What follows belongs to an exercise in optimizing a design on an open flow for small area, a short achievable clock period and few clock cycles; a production flow would make more cautious choices. Function was checked by simulation only, so behaviour that the tests miss may differ from the original. Power and IR drop assume default switching activity.

==> wip/willow: inputs <==
## lm32_cpu
module lm32_cpu (
    clk_i,
    rst_i,
    interrupt_n,
    I_DAT_I,
    I_ACK_I,
    I_ERR_I,
    I_RTY_I,
    D_DAT_I,
    D_ACK_I,
    D_ERR_I,
    D_RTY_I,
    I_DAT_O,
    I_ADR_O,
    I_CYC_O,
    I_SEL_O,
    I_STB_O,
    I_WE_O,
    I_CTI_O,
    I_LOCK_O,
    I_BTE_O,
    D_DAT_O,
    D_ADR_O,
    D_CYC_O,
    D_SEL_O,
    D_STB_O,
    D_WE_O,
    D_CTI_O,
    D_LOCK_O,
    D_BTE_O
    );
input clk_i;
input rst_i;
input [31:0] interrupt_n;
input [31:0] I_DAT_I;
input I_ACK_I;
input I_ERR_I;
input I_RTY_I;
input [31:0] D_DAT_I;
input D_ACK_I;
input D_ERR_I;
input D_RTY_I;
output [31:0] I_DAT_O;
output [31:0] I_ADR_O;
output I_CYC_O;
output [3:0] I_SEL_O;
output I_STB_O;
output I_WE_O;
output [2:0] I_CTI_O;
output I_LOCK_O;
output [1:0] I_BTE_O;
output [31:0] D_DAT_O;
output [31:0] D_ADR_O;
output D_CYC_O;
output [3:0] D_SEL_O;
output D_STB_O;
output D_WE_O;
output [2:0] D_CTI_O;
output D_LOCK_O;
output [1:0] D_BTE_O;
reg  [29:0] ifa;             
reg         ireq;            
reg         rpend;           
reg  [31:0] ir;
reg         d_valid;
reg  [29:0] pc_d;
reg         x_valid;
  ...
==> flow/config.mk <==
export PLATFORM = sky130hd
export DESIGN_NAME = lm32_cpu
export DESIGN_NICKNAME = lm32_cpu
export VERILOG_FILES = /design/flow/design.v
export SDC_FILE = /design/flow/constraint.sdc
export NUM_CORES = 4
export LEC_CHECK = 0
export CAP_MARGIN = 20
export CORE_MARGIN = 2
export CORE_UTILIZATION = 40
export PLACE_DENSITY = 0.6
export SLEW_MARGIN = 20
==> flow/constraint.sdc <==
create_clock -name core_clock -period 10.0 [get_ports {clk_i}]
set_input_delay 2.0000 -clock core_clock [delete_from_list [all_inputs] [get_ports {clk_i}]]
set_output_delay 2.0000 -clock core_clock [all_outputs]
set_load 0.01 [all_outputs]
standard.sh (not shown) runs the stock make flow with config.mk's settings and CLKGATE_MAP_FILE= SYNTH_SCRIPT=/design/flow/synth_recipe.tcl, a recipe that flattens the netlist after the stock synthesis.
==> flow/flow/run.sh <==
#!/bin/bash
set -euo pipefail
bash standard.sh SETUP_SLACK_MARGIN=6 finish > standard_flow.log 2>&1
==> wip/nickel: changes against wip/willow <==
--- a/flow/design.v
+++ b/flow/design.v
@@ -59,25 +59,29 @@
 output D_LOCK_O;
 output [1:0] D_BTE_O;
 reg  [29:0] ifa;             
 reg         ireq;            
 reg         rpend;           
 reg  [31:0] ir;
 reg         d_valid;
 reg  [29:0] pc_d;
+reg         d_pred;          
+reg         p_sei, p_hi, p_imm, p_sub, p_call;    
+reg  [29:0] rtgt;            
 reg         x_valid;
 reg  [31:0] opr_a;           
 reg  [31:0] opr_b;           
 reg  [31:0] sdat;            
 reg  [29:0] x_tgt;           
 reg         x_sub;
 reg  [3:0]  x_lop;
 reg  [2:0]  x_cond;
 reg         x_br;
+reg         x_pred;
 reg         x_ld;
 reg         x_st;
 reg  [1:0]  x_size;
 reg         x_sign;
 reg         x_we;
 reg  [4:0]  x_wb;
 reg  [2:0]  x_csr;
 reg         x_wcsr;
@@ -101,17 +105,17 @@
 reg         w_valid;
 reg  [31:0] w_res;
 reg  [4:0]  w_wb;
 reg  [2:0]  mcnt;
 reg  [31:0] ms, mc;          
 reg         mbp;             
 reg  [2:0]  mnc;             
 reg  [31:0] dp;              
-reg  [4:0]  dcnt;
+reg  [5:0]  drem;            
 reg         d_run;           
 reg         dz, dsm;         
 reg         x_last;          
 reg         ie, eie;
 reg  [31:0] im, ip;
 reg  [23:0] eba;
 reg  [31:0] rf [0:31];
 assign I_DAT_O  = 32'd0;
@@ -191,22 +195,46 @@
 wire d_s_shift = !op_rcsr & !d_divm & d_shift;
 wire d_s_sext  = !op_rcsr & !d_divm & !d_shift & d_sext;
 wire d_s_logic = !op_rcsr & !d_divm & !d_shift & !d_sext & d_logic;
 wire       d_we  = ~(d_bra | op_raise | d_store | op_wcsr);
 wire [4:0] d_wb  = d_call ? 5'd29 : (ir[31] == 1'b0 ? ir[20:16] : ir[15:11]);
 wire       d_sub = op_sub | d_cmp | d_bra | d_divm;
 wire       d_sei = ~(op_and | op_cmpgeu | op_cmpgu | op_nor | op_or | op_xnor | op_xor);
 wire       d_hi  = op_andhi | op_orhi;
-wire [31:0] d_imm = d_hi ? {ir[15:0], 16'h0000} : {{16{d_sei & ir[15]}}, ir[15:0]};
+wire [31:0] d_imm = p_hi ? {ir[15:0], 16'h0000} : {{16{p_sei & ir[15]}}, ir[15:0]};
 wire [29:0] d_boff = ir[31] ? {{4{ir[25]}}, ir[25:0]} : {{14{ir[15]}}, ir[15:0]};
 wire       d_breg = op_call | op_b;
 wire       d_eret = op_b & (ir[25:21] == 5'd30);
 wire       d_scall = op_raise & ir[2];
-wire [29:0] d_btgt = pc_d + d_boff;
+wire [29:0] d_alt = pc_d + (d_pred ? 30'd1 : d_boff);
+wire [5:0]  f_op   = I_DAT_I[31:26];
+wire        f_cbr  = (f_op == 6'b010001) | (f_op == 6'b010010) | (f_op == 6'b010011)
+                   | (f_op == 6'b010100) | (f_op == 6'b010101) | (f_op == 6'b010111);
+wire        f_unc  = (f_op == 6'b111000) | (f_op == 6'b111110);
+wire        f_s26  = (I_DAT_I[25:5] == 21'd0) | (I_DAT_I[25:5] == 21'h1fffff);
+wire        f_pred = (f_unc & f_s26) | (f_cbr & (I_DAT_I[15:5] == 11'h7ff));
+wire        f_neg  = I_DAT_I[31] ? I_DAT_I[25] : I_DAT_I[15];
+wire [6:0]  f_lo   = {1'b0, ifa[5:0]} + {1'b0, I_DAT_I[5:0]};
+wire [23:0] f_hinc = ifa[29:6] + 24'd1;
+wire [23:0] f_hdec = ifa[29:6] - 24'd1;
+wire [23:0] f_hup  = f_neg ? (f_lo[6] ? ifa[29:6] : f_hdec) : (f_lo[6] ? f_hinc : ifa[29:6]);
+wire [29:0] f_tgt  = {f_hup, f_lo[5:0]};
+wire [29:0] f_inc  = ifa + 30'd1;
+wire [4:0]  f_op5  = I_DAT_I[30:26];
+wire        f_bra  = (f_op == 6'b110000) | (f_op == 6'b111000) | f_cbr;
+wire        f_cmp  = (f_op5 == 5'b11001) | (f_op5 == 5'b11010) | (f_op5 == 5'b11011)
+                   | (f_op5 == 5'b11100) | (f_op5 == 5'b11101) | (f_op5 == 5'b11111);
+wire        f_sei  = ~((f_op5 == 5'b01000) | (f_op5 == 5'b11100) | (f_op5 == 5'b11101) | (f_op5 == 5'b00001)
+                     | (f_op5 == 5'b01110) | (f_op5 == 5'b01001) | (f_op5 == 5'b00110));
+wire        f_hi   = (f_op == 6'b011000) | (f_op == 6'b011110);
+wire        f_call = (f_op == 6'b110110) | (f_op == 6'b111110);
+wire        f_sub  = (f_op == 6'b110010) | f_cmp | f_bra | (f_op == 6'b100011) | (f_op == 6'b110001);
+wire        f_imm  = !I_DAT_I[31] & !f_bra;
+wire [29:0] f_next = ({30{f_pred}} & f_tgt) | ({30{!f_pred}} & f_inc);
 wire        fwd0 = w_valid & (w_wb == ir[25:21]);
 wire        fwd1 = w_valid & (w_wb == ir[20:16]);
 wire [31:0] oh0 = 32'd1 << ir[25:21];
 wire [31:0] oh1 = 32'd1 << ir[20:16];
 reg  [31:0] rf0, rf1;
 integer ri;
 always @*
 begin
@@ -218,30 +246,29 @@
         rf1 = rf1 | ({32{oh1[ri]}} & rf[ri]);
     end
 end
 wire [31:0] rd0 = fwd0 ? w_res : rf0;
 wire [31:0] rd1 = fwd1 ? w_res : rf1;
 wire [32:0] add_r = {1'b0, opr_a} + {1'b0, opr_b} + {32'd0, x_sub};
 wire [31:0] sum   = add_r[31:0];
 wire        c_zero = opr_a == ~opr_b;
-wire        c_neg  = sum[31];
-wire        c_ovf  = (!opr_a[31] & !opr_b[31] & sum[31]) | (opr_a[31] & opr_b[31] & !sum[31]);
 wire        c_cn   = add_r[32];    
+wire        c_ges  = (opr_a[31] ^ !opr_b[31]) ? !opr_a[31] : c_cn;
 reg         cond_met;
 always @*
 begin
     case (x_cond)
     3'b000:  cond_met = 1'b1;
     3'b110:  cond_met = 1'b1;
     3'b001:  cond_met = c_zero;
     3'b111:  cond_met = !c_zero;
-    3'b010:  cond_met = !c_zero && (c_neg == c_ovf);
+    3'b010:  cond_met = !c_zero && c_ges;
     3'b101:  cond_met = c_cn && !c_zero;
-    3'b011:  cond_met = c_neg == c_ovf;
+    3'b011:  cond_met = c_ges;
     default: cond_met = c_cn;
     endcase
 end
 reg [31:0] logic_r;
 integer li;
 always @*
 begin
     for (li = 0; li < 32; li = li + 1)
@@ -322,35 +349,38 @@
 wire [31:0] mf_s = ms ^ mc ^ mnv,      mf_c = ((ms & mc) | (ms & mnv) | (mc & mnv)) << 1;
 wire [31:0] mul_r = mf_s + mf_c;
 wire        b_zero = opr_b == 32'hffffffff;
 wire [32:0] dt     = {1'b0, dp[30:0], opr_a[31]} + {1'b1, opr_b} + 33'd1;
 wire        dt_ok  = !dt[32];
 wire [31:0] dq_n   = {opr_a[30:0], dt_ok};
 wire [31:0] dp_n   = dt_ok ? dt[31:0] : {dp[30:0], opr_a[31]};
 wire        x_divm = x_div | x_mod;
-wire        d_step = x_valid & x_divm & d_run & !dz & !dsm;
+wire        d_step = x_valid & x_divm & d_run & !dz & !dsm & !x_last;
+wire [32:0] d8     = {1'b0, dp[23:0], opr_a[31:24]} + {1'b0, opr_b} + 33'd1;
+wire        d_skip = d_step & (drem >= 6'd9) & (dp[31:24] == 8'd0) & !d8[32];
 wire [31:0] div_r  = dsm ? (x_div ? 32'd0 : opr_a) : (x_div ? dq_n : dp_n);
 wire        x_w;
 wire        w_free;
 wire        x_div0  = x_divm & d_run & dz;
 wire        x_exc   = x_irq | x_scall | x_div0;
 wire [2:0]  x_eid   = x_irq ? 3'd6 : x_div0 ? 3'd5 : 3'd7;
-wire        redirect = x_valid & (x_exc | (x_br & cond_met)) & (!x_w | w_free);
+wire        redirect = x_valid & (x_exc | (x_br & (cond_met ^ x_pred))) & (!x_w | w_free);
 assign      x_w = (x_we & !x_ld) | x_exc;    
 wire [29:0] x_target = x_exc ? {eba, x_eid, 3'b000} : x_tgt;
-wire [31:0] x_res = x_exc ? {x_tgt, 2'b00}
-                  : ({32{x_r_mul}} & mul_r)
-                  | ({32{x_r_div}} & div_r)
-                  | {31'd0, x_r_cmp & cond_met}
-                  | ({32{x_r_csr}} & csr_r)
-                  | ({32{x_r_shift}} & shift_r)
-                  | ({32{x_r_sext}} & sext_r)
-                  | ({32{x_r_logic}} & logic_r)
-                  | ({32{x_r_sum}} & sum);
+wire        x_nexc = !x_exc;
+wire [31:0] x_res = ({32{x_exc}} & {x_tgt, 2'b00})
+                  | ({32{x_r_mul & x_nexc}} & mul_r)
+                  | ({32{x_r_div & x_nexc}} & div_r)
+                  | {31'd0, x_r_cmp & x_nexc & cond_met}
+                  | ({32{x_r_csr & x_nexc}} & csr_r)
+                  | ({32{x_r_shift & x_nexc}} & shift_r)
+                  | ({32{x_r_sext & x_nexc}} & sext_r)
+                  | ({32{x_r_logic & x_nexc}} & logic_r)
+                  | ({32{x_r_sum & x_nexc}} & sum);
 wire m_ack   = m_valid & D_ACK_I;
 wire ld_wr   = m_ack & m_ld;
 wire w_wr    = w_valid & !ld_wr;
 assign w_free = !w_valid | !ld_wr;
 wire m_free  = !m_valid | D_ACK_I;
 always @(posedge clk_i)
 begin
     if (ld_wr)
@@ -361,17 +391,17 @@
 wire x_ls    = x_ld | x_st;
 wire x_done_c = x_valid
               & (x_ls   ? m_free
                : (x_mul | x_divm) ? x_last
                : 1'b1)
               & (!x_w | w_free);
 wire ack    = ireq & I_ACK_I;
 wire [4:0] d_wb_any = d_wb;
-wire hazard = (x_valid & x_we & ((x_wb == ir[25:21]) | (x_wb == ir[20:16])))
+wire hazard = (x_valid & x_we & ((x_wb == ir[25:21]) | (x_wb == ir[20:16]) | (x_ld & (x_wb == d_wb_any))))
             | (m_valid & m_ld & ((m_wb == ir[25:21]) | (m_wb == ir[20:16]) | (m_wb == d_wb_any)));
 wire irq_ok = ie & |(ip & im) & !(x_valid & (x_wcsr | x_eret | x_exc));
 wire d_go   = d_valid & !hazard & (!x_valid | x_done_c);
 wire d_move = d_go & !redirect;
 wire ir_ld  = ack & (!d_valid | d_go);
 wire i_acc  = ir_ld & !redirect & !rpend;
 wire d_ls   = d_load | d_store;
 always @(posedge clk_i or posedge rst_i)
@@ -387,19 +417,19 @@
         w_valid <= 1'b0;
     end
     else
     begin
         ireq <= 1'b1;
         if (redirect & ack)
             ifa <= x_target;
         else if (rpend & ack)
-            ifa <= pc_d;
+            ifa <= rtgt;
         else if (i_acc)
-            ifa <= ifa + 30'd1;
+            ifa <= f_next;
         if (ack)
             rpend <= 1'b0;
         else if (redirect)
             rpend <= 1'b1;
         if (redirect)
             d_valid <= 1'b0;
         else if (i_acc)
             d_valid <= 1'b1;
@@ -417,21 +447,29 @@
             w_valid <= 1'b1;
         else if (w_wr)
             w_valid <= 1'b0;
     end
 end
 always @(posedge clk_i)
 begin
     if (ir_ld)
+    begin
         ir <= I_DAT_I;
-    if (redirect & !ack)
-        pc_d <= x_target;
-    else if (ir_ld & !rpend)
+        d_pred <= f_pred;
+        p_sei <= f_sei;
+        p_hi <= f_hi;
+        p_imm <= f_imm;
+        p_sub <= f_sub;
+        p_call <= f_call;
+    end
+    if (ir_ld & !rpend)
         pc_d <= ifa;
+    if (!rpend)
+        rtgt <= x_target;
 end
 always @(posedge clk_i)
 begin
     if (x_done_c & x_ls)
     begin
         m_adr <= sum;
         m_dat <= sdat;
         m_sel <= x_bsel;
@@ -446,24 +484,25 @@
         w_res <= x_res;
         w_wb <= x_exc ? 5'd30 : x_wb;
     end
 end
 always @(posedge clk_i)
 begin
     if (d_go)
     begin
-        opr_a <= d_call ? {ifa, 2'b00} : rd0;
-        opr_b <= (d_call ? 32'd0 : ((ir[31] == 1'b0 && !d_bra) ? d_imm : rd1)) ^ {32{d_sub}};
+        opr_a <= (op_call | (op_calli & !d_pred)) ? {ifa, 2'b00} : op_calli ? {d_alt, 2'b00} : rd0;
+        opr_b <= (p_call ? 32'd0 : (p_imm ? d_imm : rd1)) ^ {32{p_sub}};
         sdat <= ir[27:26] == 2'b00 ? {4{rd1[7:0]}} : ir[27:26] == 2'b11 ? {2{rd1[15:0]}} : rd1;
-        x_tgt <= (irq_ok | !(d_bra | d_call)) ? pc_d : d_breg ? rd0[31:2] : d_btgt;
+        x_tgt <= (irq_ok | !(d_bra | d_call)) ? pc_d : d_breg ? rd0[31:2] : d_alt;
         x_sub <= d_sub;
         x_lop <= ir[29:26];
         x_cond <= ir[28:26];
         x_br <= !irq_ok & (d_bra | d_call);
+        x_pred <= d_pred;
         x_ld <= !irq_ok & d_load;
         x_st <= !irq_ok & d_store;
         x_size <= ir[27:26];
         x_sign <= ir[28];
         x_we <= !irq_ok & d_we;
         x_wb <= d_wb;
         x_csr <= ir[23:21];
         x_wcsr <= !irq_ok & op_wcsr;
@@ -485,79 +524,79 @@
         x_r_shift <= !op_mul & !d_s_mc & !d_cmp & d_s_shift;
         x_r_sext <= !op_mul & !d_s_mc & !d_cmp & d_s_sext;
         x_r_logic <= !op_mul & !d_s_mc & !d_cmp & d_s_logic;
         x_r_sum <= !op_mul & !d_s_mc & !d_cmp & !d_s_csr & !d_s_shift & !d_s_sext & !d_s_logic;
     end
     else
     begin
         if (d_step)
-            opr_a <= dq_n;
+            opr_a <= d_skip ? {opr_a[23:0], 8'd0} : dq_n;
         else if (x_valid & x_mul)
         begin
             opr_a <= {opr_a[23:0], 8'd0};
             opr_b <= {8'd0, opr_b[31:8]};
         end
     end
 end
 always @(posedge clk_i or posedge rst_i)
 begin
     if (rst_i)
     begin
         mcnt <= 3'd0;
         d_run <= 1'b0;
-        dcnt <= 5'd0;
+        drem <= 6'd32;
     end
     else
     begin
         if (d_go)
         begin
             mcnt <= 3'd0;
             d_run <= 1'b0;
-            dcnt <= 5'd0;
+            drem <= 6'd32;
         end
         else
         begin
             if (x_valid & x_mul)
-                mcnt <= mcnt + 3'd1;
+                mcnt <= mcnt + {2'd0, !x_last};
             if (x_valid & x_divm)
                 d_run <= 1'b1;
             if (d_step)
-                dcnt <= dcnt + 5'd1;
+                drem <= drem - (d_skip ? 6'd8 : 6'd1);
         end
     end
 end
 always @(posedge clk_i or posedge rst_i)
 begin
     if (rst_i)
         x_last <= 1'b0;
     else if (d_go)
         x_last <= 1'b0;
     else
-        x_last <= x_valid & ((x_mul & (mcnt == 3'd3))
+        x_last <= (x_last & !x_done_c) | x_valid & ((x_mul & (mcnt == 3'd3))
                            | (x_divm & !d_run & (b_zero | !c_cn))
-                           | (d_step & (dcnt == 5'd30)));
+                           | (d_step & (drem == (d_skip ? 6'd9 : 6'd2))));
 end
 always @(posedge clk_i)
 begin
     ms <= s4;
     mc <= c4;
     mbp <= opr_b[7];
     if (d_go)
         mnc <= 3'd0;
-    else if (x_valid & x_mul & (mcnt != 3'd4))
+    else if (x_valid & x_mul & !x_last)
         mnc <= (mcnt == 3'd0 ? 3'd0 : mnc) + {2'd0, mneg[3]};
     if (!d_run)
     begin
         dz <= b_zero;
         dsm <= !c_cn;
         dp <= 32'd0;
     end
     else if (d_step)
-        dp <= dp_n;
+        dp <= d_skip ? {dp[23:0], opr_a[31:24]} : dp_n;
 end
 always @(posedge clk_i or posedge rst_i)
 begin
     if (rst_i)
     begin
         ie <= 1'b0;
         eie <= 1'b0;
         im <= 32'd0;
- CTS_CLUSTER_DIAMETER: not set -> 100
- CTS_CLUSTER_SIZE: not set -> 20
==> notes <==
Against wip/willow, the clock power of wip/nickel is smaller by 35%. Against wip/nickel, the count of clock-buffer cells in the layout of wip/willow is higher by 112. Against wip/willow, the register-to-register slack of wip/nickel is worse by 60 ps. Clock skew: wip/nickel is higher than wip/willow (40 ps).
Testbench counts of wip/willow, summed over its fixed seeds: cycles 82,676.
Testbench counts of wip/nickel, summed over its fixed seeds: cycles 77,094.

## separate check: timing with driven ports
The flow's constraints put no driver on any port. The routed layouts listed below were extracted and timed again, unchanged, in two steps. Step 1: set_driving_cell puts a clkbuf_16 on clk_i and a buf_2 on each other input, an assumption about the parent block. Step 2, shift: input delay + t, output delay - t, t = (earliest + latest rising clock arrival at the registers) / 2. This alone moves slack from input paths to output paths. a / b / c = ideal / step 1 / step 2; a / b = the first two.
run	shift t [ns]	setup WS [ns]	worst setup path at the end	worst register clock-pin slew, ns	worst data-port slew with drivers (ns)
wip/willow	0.957	5.815 / 5.815 / 5.055	input to register	0.07 / 0.07	0.05
wip/nickel	0.923	5.753 / 5.753 / 5.081	input to register	0.10 / 0.10	0.06
After both steps setup and hold are still met in every run listed. For wip/willow, which loses most, drivers alone change the setup slack by 0.000 ns; drivers and shift together by -0.760 ns.
